Source: an optimization exercise on an open RTL-to-GDS flow (aim: small area and a short achievable clock period). Production flows keep margins and buffers that such runs may drop. Function was checked by simulation only, so behaviour that the tests miss may differ from the original.

==> flow/design.v (outline; a module is shown in full before it is edited, if it fits) <==
// module FA: 4 lines
// module HA: 4 lines
// module BSEL: 3 lines
// module PG0: 4 lines
// module BLKP: 4 lines
// module BLKN: 4 lines
// module GRYP: 3 lines
// module GRYN: 3 lines
// module Multiplier: 3667 lines
// module Multiplier_Wrapper: 38 lines
module Multiplier_Wrapper #(parameter N = 32, bits = N-1, prod = 2*bits+1)(
    input clk, rst,  
    input [bits:0] a_in, b_in,  
    output reg [prod:0] p  
    );
  // ...
==> flow/flow/run.sh <==
#!/bin/bash
# The standard ORFS layout (the standard.sh, unchanged synthesis), with
# repair_timing asked to leave 13 ns of setup slack. The clock period and all
# constraints stay the design's own; the margin only makes the repair work harder.
set -euo pipefail
bash standard.sh SETUP_SLACK_MARGIN=13 finish > standard_flow.log 2>&1
==> flow/standard.sh <==
#!/bin/bash
# synth_recipe.tcl (not shown) runs the flow's synth.tcl, then flattens the netlist and writes it again
# the make line also repeats each setting of config.mk as NAME=value (left out here)
make -C /OpenROAD-flow-scripts/flow DESIGN_CONFIG=/design/flow/config.mk WORK_HOME=/design/flow/orfs CLKGATE_MAP_FILE= SYNTH_SCRIPT=/design/flow/synth_recipe.tcl "${@:-finish}"
==> flow/config.mk <==
export PLATFORM = sky130hd
export DESIGN_NAME = Multiplier_Wrapper
export DESIGN_NICKNAME = Multiplier_Wrapper
export VERILOG_FILES = /design/flow/design.v
export SDC_FILE = /design/flow/constraint.sdc
export NUM_CORES = 4
export LEC_CHECK = 0
export CAP_MARGIN = 20
export CORE_MARGIN = 2
export CORE_UTILIZATION = 40
export SLEW_MARGIN = 20
export SYNTH_HIERARCHICAL = 1
export SYNTH_MINIMUM_KEEP_SIZE = 0
==> flow/constraint.sdc <==
create_clock -name core_clock -period 19.5 [get_ports {clk}]
set_input_delay 3.9000 -clock core_clock [delete_from_list [all_inputs] [get_ports {clk}]]
set_output_delay 3.9000 -clock core_clock [all_outputs]
set_load 0.01 [all_outputs]
==> summary.txt, run 1 <==
Finish
  – Dominant class by area: multi-input gates
  – Inverters: 178
  – Cell Count, Final, Fillers Out: 3717
  – Clock buf/inv share: 1.78%
  – Final core utilization: 46.1%
  – Fin area: 34200 µm²
  – Largest reg by FF count: p

GRT
  – Initial antenna violation count: 0
  – Total GRT Usage: 27.2%
  – Met1 Use GR: 35.2%
  – First-pass GRT wire length: 155 mm

Worst setup path
  – Most used cell along the critical path: fa_1
  – CP Data Arrival Time: 6650 ps
  – R2R cell count: 18
  – Kind of critical path: flop to flop
  – Sequence of cells on the critical path: clkbuf_8, a22oi_2, xnor2_1, fa_1, fa_1, fa_1, fa_1, fa_1, fa_1, ha_1, inv_1, nor2_1, nand2_1, nor2_1, nand2_1, o21ai_2, a21oi_2, xnor2_1
  – Crit Path Max Fanout: 33
  – Slowest cell delay on critical path: 620 ps
  – Critical path startpoint: a[22]
  – Critical Path Source Type: flop

Placed design
  – Cells after DPL: 3660

Timing
  – RSZ-0062 raised after global routing: true

Drt
  – WL met2: 48.9 mm
  – Final ANT Viol Nets: 1
  – M1 WL: 42.8 mm
  – DR WL/cell: 28.4 µm

CTS
  – Clk root buf: clkbuf_16
  – CTS tree: done
  – Reg clk slew, reported paths: 90 ps
  – PostCTS Resize Cnt: 37

Run status
  – Outcome: finished with violations
  – Fail Reasons: antenna violations

Yosys
  – Cells after synthesis: 2515
  – Syn Area/Cell: 11.9 µm²

Flow run
  – Number of max-cap violations: 0

Die
  – # IOs: 130

Hold path
  – Min-Delay Path Depth: 2
==> inputs of run 2 (changes only) <==
==> flow/flow/run.sh (replaced) <==
#!/bin/bash
# Layout flow: the standard ORFS flow (standard.sh, synthesis unchanged) with
#  - every synthesized cell first set to the smallest size of its family
#    (flow/downsize.tcl), so that the repair steps size up only what timing needs;
#  - repair_timing asked to leave 14 ns of setup slack. The clock period and all
#    constraints stay the design's own; the margin only makes the repair work harder.
# Each tool's output goes to a log file of its own in this folder.
set -euo pipefail
M=14
R=orfs/results/$FLOW_PLATFORM/Multiplier_Wrapper/base
bash standard.sh SETUP_SLACK_MARGIN=$M synth > synth.log 2>&1
RESULTS=$R LIB=$FLOW_HOME/platforms/$FLOW_PLATFORM/lib/sky130_fd_sc_hd__tt_025C_1v80.lib DONT_USE="" \
  openroad -no_init -exit flow/downsize.tcl > downsize.log 2>&1
bash standard.sh SETUP_SLACK_MARGIN=$M finish > finish.log 2>&1
==> flow/flow/downsize.tcl (new file) <==
# Set every cell to the smallest-area member of its drive-strength family
# (same cell function, e.g. a22oi_2 -> a22oi_1). The later repair steps of the
# flow size up whatever timing needs.
set results $::env(RESULTS)
read_liberty $::env(LIB)
read_db $results/1_synth.odb
set areas [dict create]
foreach lc [get_lib_cells *] {
  dict set areas [get_name $lc] [get_property $lc area]
}
set dont_use [list]
foreach p $::env(DONT_USE) { lappend dont_use $p }
set n 0
foreach inst [get_cells *] {
  set ref [get_property $inst ref_name]
  if { ![regexp {^(sky130_fd_sc_hd__[a-z0-9]+(?:_[a-z0-9]+)*?)_([0-9]+)$} $ref -> fam drv] } { continue }
  set best $ref
  set best_area [dict get $areas $ref]
  foreach cand [dict keys $areas "${fam}_*"] {
    if { ![regexp "^${fam}_\[0-9\]+\$" $cand] } { continue }
    if { [lsearch -exact $dont_use $cand] >= 0 } { continue }
    set a [dict get $areas $cand]
    if { $a < $best_area } { set best $cand; set best_area $a }
  }
  if { $best ne $ref } {
    replace_cell $inst $best
    incr n
  }
}
puts "downsized $n cells"
write_db $results/1_synth.odb
==> run 2 against run 1 <==
  * Now clean on timing, DRC and antenna
  * Via count increased by 14%
  * Synthesized cell count unchanged
  * Fmax increased by 9.1%
  * Die area decreased by 11%
  * Non-clock buffer count increased by 238
  * Final cell count increased by 3.6%
  * Global-route usage increased by 8.6 points
  * Synthesized area decreased by 11%
  * Design area increased by 7.0%
  * Critical endpoint is now p[27]
  * Largest cell class unchanged
  * Highest routed layer is now met5
==> summary.txt, run 2 <==
Run status
  – Outcome: timing/DRC/antenna clean (was finished with violations)

Worst setup path
  – CP Capture Type: flop (unchanged)
  – R2R cell count: 19 (was 18)
  – Slowest cell delay on critical path: 560 ps (was 620 ps)
  – Buffers and inverters on the worst path: 4 (was 2)
  – Slowest library cell on the worst path: fa_2 (was fa_1)
  – Critical Path RT: 19820 ps (was 19790 ps)
  – RR Endpoint: p[27] (was p[62])
  – WP depth: 19 (was 18)
  – Most used cell along the critical path: fa_2 (was fa_1)
  – Crit Path Max Fanout: 6 (was 33)
  – Reg-to-Reg Start: one[3] (was a[22])
  – R2R setup slack: 13670 ps (was 13140 ps)
  – Sequence of cells on the critical path: buf_6, buf_4, a22oi_1, xnor2_1, fa_2, fa_1, fa_2, fa_1, fa_2, ha_4, inv_1, nor2_4, nand2_1, nor2_4, nand2_1, o21ai_4, inv_1, o21ai_2, xor2_2 (was clkbuf_8, a22oi_2, xnor2_1, fa_1, fa_1, fa_1, fa_1, fa_1, fa_1, ha_1, inv_1, nor2_1, nand2_1, nor2_1, nand2_1, o21ai_2, a21oi_2, xnor2_1)
  – Critical Path Source Type: flop (unchanged)
  – CP Data Arrival Time: 6160 ps (was 6650 ps)
  – Kind of critical path: flop to flop (unchanged)
  – CP top delay family: adder cells (unchanged)

Timing
  – Post-route clock skew: 47.6 ps (was 33.2 ps)
  – Setup TNS: 0 ps (unchanged)
  – # setup viols final: 0 (unchanged)
  – Slew Limit Fails: 0 (unchanged)
  – Rel. slew slack: 28.6% (was 45.4%)
  – Shortest period the worst path allows: 5830 ps (was 6360 ps)
  – RSZ-0062 raised after global routing: true (unchanged)
  – Worst-margin pin slew: 1070 ps (was 819 ps)
  – Hold slack: 1020 ps (was 1190 ps)
  – Final period util: 29.9% (was 32.6%)
  – Final hold violation count: 0 (unchanged)
  – F_max: 0.171 GHz (was 0.157 GHz)

Finish
  – Layout cell share with drive strength beyond 1: 28.7% (was 33.1%)
  – Commonest non-fill, non-tap cell in the layout: xnor2_1 (unchanged)
  – Post-layout nets: 3624 (was 3386)
  – Largest registers: p: 64 flops, a: 32 flops (unchanged)
  – Fillcell total: 5364 (was 6811)
  – Most frequent cells in the layout: xnor2_1, a22oi_1, fa_1 (was xnor2_1, a22oi_2, fa_1)
  – FF/Latch Area: 3780 µm² (was 3680 µm²)
  – Multi-input gate area: 24700 µm² (was 25700 µm²)
  – Max reg flops: 64 (unchanged)
  – Largest reg by FF count: p (unchanged)
  – Fin area: 36600 µm² (was 34200 µm²)
  – P&R area growth vs syn: 37.9% (was 14.3%)
  – Cell Count, Final, Fillers Out: 3849 (was 3717)

Drt
  – Avg Vias per Cell: 6.59 (was 5.98)
  – Drt first-iter violations: 3624 (was 1871)
  – Final ANT Viol Nets: 0 (was 1)
  – Vias: 25400 (was 22200)
  – DR WL/cell: 32.7 µm (was 28.4 µm)
  – # DRC: 0 (unchanged)
  – Total wire length: 126 mm (was 105 mm)
  – TritonRoute pass-1 iters: 10 (was 5)

Yosys
  – Syn Area/Cell: 10.6 µm² (was 11.9 µm²)
  – Cells after synthesis: 2515 (unchanged)
  – Synth warn: 7 (unchanged)
  – Mapped Area: 26600 µm² (was 29900 µm²)

Flow run
  – Number of max-cap violations: 0 (unchanged)

CTS
  – Clk latency of the worst-skew pair: 540 ps (was 520 ps)
  – Sink Count: 144 (unchanged)
  – Clk root buf: clkbuf_16 (unchanged)
  – CTS max path bufs: 2 (unchanged)
  – CTS tree: done (unchanged)
  – Reg clk slew, reported paths: 110 ps (was 90 ps)
  – TritonCTS Buffers: 17 (unchanged)
  – H-tree levels: 4 (unchanged)

Hold path
  – Hold Crit Class: flop to flop (unchanged)
  – Min-Delay Path Depth: 2 (unchanged)
  – HP Start: neg[0] (unchanged)
  – Hold Path End: p[0] (unchanged)

Die
  – Initial Util: 40.4% (was 40.3%)
  – # IOs: 130 (unchanged)
  – Rows: 94 (was 100)
  – Die height: 262 µm (was 278 µm)
  – Die X: 262 µm (was 278 µm)
  – Die area: 68500 µm² (was 77100 µm²)
  – Core area: 65700 µm² (was 74300 µm²)

Placed design
  – I/O Buffers: 129 (unchanged)
  – Gp weighted congestion: 0.944 (was 0.919)
  – Cells after DPL: 3526 (was 3660)
  – Placed inst area: 29200 µm² (was 32900 µm²)
  – Dpl hpwl: 65.5 mm (was 68.9 mm)

GRT
  – Number of global-route vias before repair: 26400 (was 24200)
  – Total GRT Usage: 35.8% (was 27.2%)
  – Initial antenna violation count: 4 (was 0)
  – Pin count of the biggest net entering global routing: 81 (was 68)
  – GR Overflow Total: 0 (unchanged)
  – First-pass GRT wire length: 175 mm (was 155 mm)
-- run 2: how the worst max path moves through the flow --
stage | from | to | slack (ps)
4_1_cts | one[4] | p[43] | 13870
2_1_floorplan | a[13] | p[63] | 14000
6_report | one[3] | p[27] | 13670
3_5_place_dp | a[28] | p[43] | 12510
5_1_grt | two[8] | p[43] | 13640
3_3_place_gp | a[30] | p[43] | 12470
-- run 2: repair_timing --
action,CTS,global route
endpoints found under the setup margin,47,46
pin swaps,81,151
setup buffers,200,73
gates cloned,12,2
gates resized for setup,424,354
hold buffers,0,0
-- run 2: stage by stage --
stage                     utilization (%)  setup WS, ps
final                                55.7         13670
after detailed placement             44.4         12510
after global routing                 55.7         13640
after floorplan                         -         14000
after global placement               44.4         12470
after CTS                            52.0         13870
-- run 2: final cells by class --
class	count	share of cell area [%]
sequential	144	10.3
timing repair buffer	448	15.7
inverter	178	1.87
tap	864	2.95
clock inverter	15	0.499
multi-input combinational	2179	67.5
antenna	4	0.0273
clock buffer	17	1.16
-- run 2: worst min-delay path, cell delays in order (launching register included) --
cell and delay [ps]:
dfxtp_2 360, buf_12 270, ha_1 200
-- run 2: per-layer routing --
metal  up-vias  wire, µm  global-route usage, %
met4        12     11700                   24.8
met2      2352     53300                   53.8
met1     12400     41700                   41.4
met5         -       228                   1.04
met3       847     19000                   14.9
li1       9729         -                      -
==> inputs of run 3 (changes only) <==
--- a/flow/flow/run.sh
+++ b/flow/flow/run.sh
@@ -3,9 +3,9 @@
 #  - every synthesized cell first set to the smallest size of its family
 #    (flow/downsize.tcl), so that the repair steps size up only what timing needs;
-#  - repair_timing asked to leave 14 ns of setup slack. The clock period and all
+#  - repair_timing asked to leave 13 ns of setup slack. The clock period and all
 #    constraints stay the design's own; the margin only makes the repair work harder.
 # Each tool's output goes to a log file of its own in this folder.
 set -euo pipefail
-M=14
+M=13
 R=orfs/results/$FLOW_PLATFORM/Multiplier_Wrapper/base
 bash standard.sh SETUP_SLACK_MARGIN=$M synth > synth.log 2>&1
==> run 3 against run 2 <==
  * Still clean
  * Via count shrank 10%
  * Fmax shrank 7.5%
  * Synthesized cell count is the same
  * Sequential cell count is the same
  * Worst hold slack gained 60 ps
  * Count of clock-buffer cells in the layout grew 1
  * Die area is the same
  * Largest cell class unchanged
==> summary.txt, run 3 <==
Run status
  – Outcome: timing/DRC/antenna clean (unchanged)

CTS
  – CTS max path bufs: 2 (unchanged)
  – H-tree levels: 4 (unchanged)
  – CTS tree: done (unchanged)
  – Sink Count: 144 (unchanged)
  – Clk root buf: clkbuf_16 (unchanged)
  – Reg clk slew, reported paths: 80 ps (was 110 ps)
  – Clk latency of the worst-skew pair: 520 ps (was 540 ps)
  – TritonCTS Buffers: 17 (unchanged)
  – CTS Hold Bufs: 0 (unchanged)

Placed design
  – Gp weighted congestion: 0.946 (was 0.944)
  – Dpl hpwl: 64.9 mm (was 65.5 mm)
  – I/O Buffers: 129 (unchanged)
  – Post-place setup slack: 12570 ps (was 12510 ps)
  – Placed inst area: 29300 µm² (was 29200 µm²)

Die
  – Die height: 262 µm (unchanged)
  – Die area: 68500 µm² (unchanged)
  – Die X: 262 µm (unchanged)
  – Rows: 94 (unchanged)
  – Initial Util: 40.4% (unchanged)
  – # IOs: 130 (unchanged)
  – Core area: 65700 µm² (unchanged)

Finish
  – Largest registers: p: 64 flops, a: 32 flops (unchanged)
  – Fin area: 30600 µm² (was 36600 µm²)
  – Commonest non-fill, non-tap cell in the layout: xnor2_1 (unchanged)
  – Final core utilization: 46.5% (was 55.7%)
  – Fillcell total: 6094 (was 5364)
  – Largest reg by FF count: p (unchanged)
  – N_diodes: 0 (was 4)
  – Most frequent cells in the layout: xnor2_1, a22oi_1, fa_1 (unchanged)
  – Multi-input gate area: 22400 µm² (was 24700 µm²)
  – Max reg flops: 64 (unchanged)
  – Layout cell share with drive strength beyond 1: 6.04% (was 28.7%)
  – FF/Latch Area: 3660 µm² (was 3780 µm²)
  – P&R area growth vs syn: 15.2% (was 37.9%)
  – Post-layout nets: 3376 (was 3624)

Drt
  – TritonRoute pass-1 iters: 7 (was 10)
  – DR WL/cell: 29.3 µm (was 32.7 µm)
  – # DRC: 0 (unchanged)
  – Final ANT Viol Nets: 0 (unchanged)
  – Avg Vias per Cell: 6.35 (was 6.59)
  – Vias: 22800 (was 25400)
  – Total wire length: 105 mm (was 126 mm)
  – Drt first-iter violations: 2983 (was 3624)

Timing
  – Slew Limit Fails: 0 (unchanged)
  – Rel. slew slack: 29.1% (was 28.6%)
  – Worst-margin pin slew: 1060 ps (was 1070 ps)
  – # setup viols final: 0 (unchanged)
  – Final period util: 32.3% (was 29.9%)
  – Final hold violation count: 0 (unchanged)
  – Fin worst setup slack: 13190 ps (was 13670 ps)
  – Setup TNS: 0 ps (unchanged)
  – RSZ-0062 raised after global routing: false (was true)
  – Post-route clock skew: 38.3 ps (was 47.6 ps)
  – F_max: 0.159 GHz (was 0.171 GHz)
  – Shortest period the worst path allows: 6310 ps (was 5830 ps)

Yosys
  – Cells after synthesis: 2515 (unchanged)
  – Mapped Area: 26600 µm² (unchanged)
  – Synth warn: 7 (unchanged)
  – Syn Area/Cell: 10.6 µm² (unchanged)

Hold path
  – Hold Crit Class: flop to flop (unchanged)
  – HP Start: neg[0] (unchanged)

GRT
  – Number of global-route vias before repair: 24800 (was 26400)
  – First-pass GRT wire length: 155 mm (was 175 mm)
  – Pin count of the biggest net entering global routing: 81 (unchanged)
  – Initial antenna violation count: 0 (was 4)
  – GR Overflow Total: 0 (unchanged)
  – Total GRT Usage: 30.9% (was 35.8%)

Worst setup path
  – Critical path startpoint: one[0] (was one[3])
  – Crit Path Max Fanout: 32 (was 6)
  – Reg-to-Reg Start: one[0] (was one[3])
  – CP Capture Type: flop (unchanged)
  – Kind of critical path: flop to flop (unchanged)
  – Critical Path RT: 19750 ps (was 19820 ps)
  – Critical Path Source Type: flop (unchanged)
  – CP Data Arrival Time: 6560 ps (was 6160 ps)

Flow run
  – Number of max-cap violations: 0 (unchanged)
## run 3: cell count changes in the layout (fill, tap and decap cells not counted), sizes merged
cell and change:
clkinv -2, dlymetal6s2s -1, bufbuf -9, clkdlybuf4s50 +1
diode -4, buf -239, bufinv +1, clkbuf +1
## run 3: per-layer routing
metal  vias up  routed length [µm]  track usage, %
li1       9201                   -               -
met1     11400               38300            38.1
met4         0                5990            14.9
met5         -                   0               0
met3       442               13700            9.86
met2      1804               47400            49.0
## run 3: what timing repair did
item	in CTS	in global routing
setup endpoints to repair	23	31
resized for setup	38	61
setup buffers	0	18
hold endpoints to repair	0	0
## run 3: area by class of cell
class | instances | share of cell area (%)
multi-input cells | 2179 | 73.1
clock inverters | 14 | 0.524
repair buffers | 200 | 7.26
clock buffers | 18 | 1.44
inverters | 178 | 2.19
well taps | 864 | 3.53
flip-flops and latches | 144 | 12.0
## run 3: worst paths after layout
| kind | to | slack (ps) | cells after the start |
|---|---|---|---|
| setup / recovery | p[39] | 13190 | 19 |
| setup reg to reg | p[39] | 13190 | 19 |
| hold reg to reg | p[0] | 1080 | 2 |
| hold / removal | p[0] | 1080 | 2 |
## run 3: critical path, cell delays in order (launching register included)
cell,delay [ps]
dfxtp_1,310
buf_4,380
a22oi_1,180
xnor2_1,180
fa_1,490
fa_1,590
fa_1,450
fa_1,410
fa_1,520
fa_1,420
ha_1,340
inv_1,80
o21ai_0,120
a21oi_1,260
o21ai_0,200
a21oi_1,230
o21ai_0,150
a21oi_2,350
o21ai_1,160
xor2_1,190
## run 3: through the flow
stage                     std cells  hold WS, ps
after floorplan                2519          971
after global placement         3547         1090
after detailed placement       3547         1070
after CTS                      3579         1100
after global routing           3597         1090
final                          3597         1080

re-timing with driven ports:
No port has a modelled driver above. Below, the same layouts with a new extraction and two added sets of constraints. Step 1 (the two cells are an assumption about what drives the block):
set clk [get_ports {clk}]
set_driving_cell -lib_cell sky130_fd_sc_hd__clkbuf_16 $clk
set_driving_cell -lib_cell sky130_fd_sc_hd__buf_2 [delete_from_list [all_inputs] $clk]
Step 2 adds t to the input delays and takes it off the output delays; t is the mean of the earliest and latest rising clock arrival at the registers after step 1. Input paths then give back, and output paths get back, about the clock's delay inside the block. Slacks: ideal ports / drivers / drivers and shift; pairs: ideal ports / drivers.
run	t, ns	slack for setup (ns)	hold slack, ns	clock arrival spread, ns	worst slew at a driven data input, ns
run 1	0.572	13.137 / 13.137 / 13.137	1.186 / 1.186 / 1.186	0.036 / 0.035	0.06
run 2	0.583	13.667 / 13.667 / 13.667	1.021 / 1.021 / 1.021	0.048 / 0.047	0.06
run 3	0.566	13.192 / 13.192 / 13.192	1.081 / 1.081 / 1.081	0.038 / 0.038	0.04
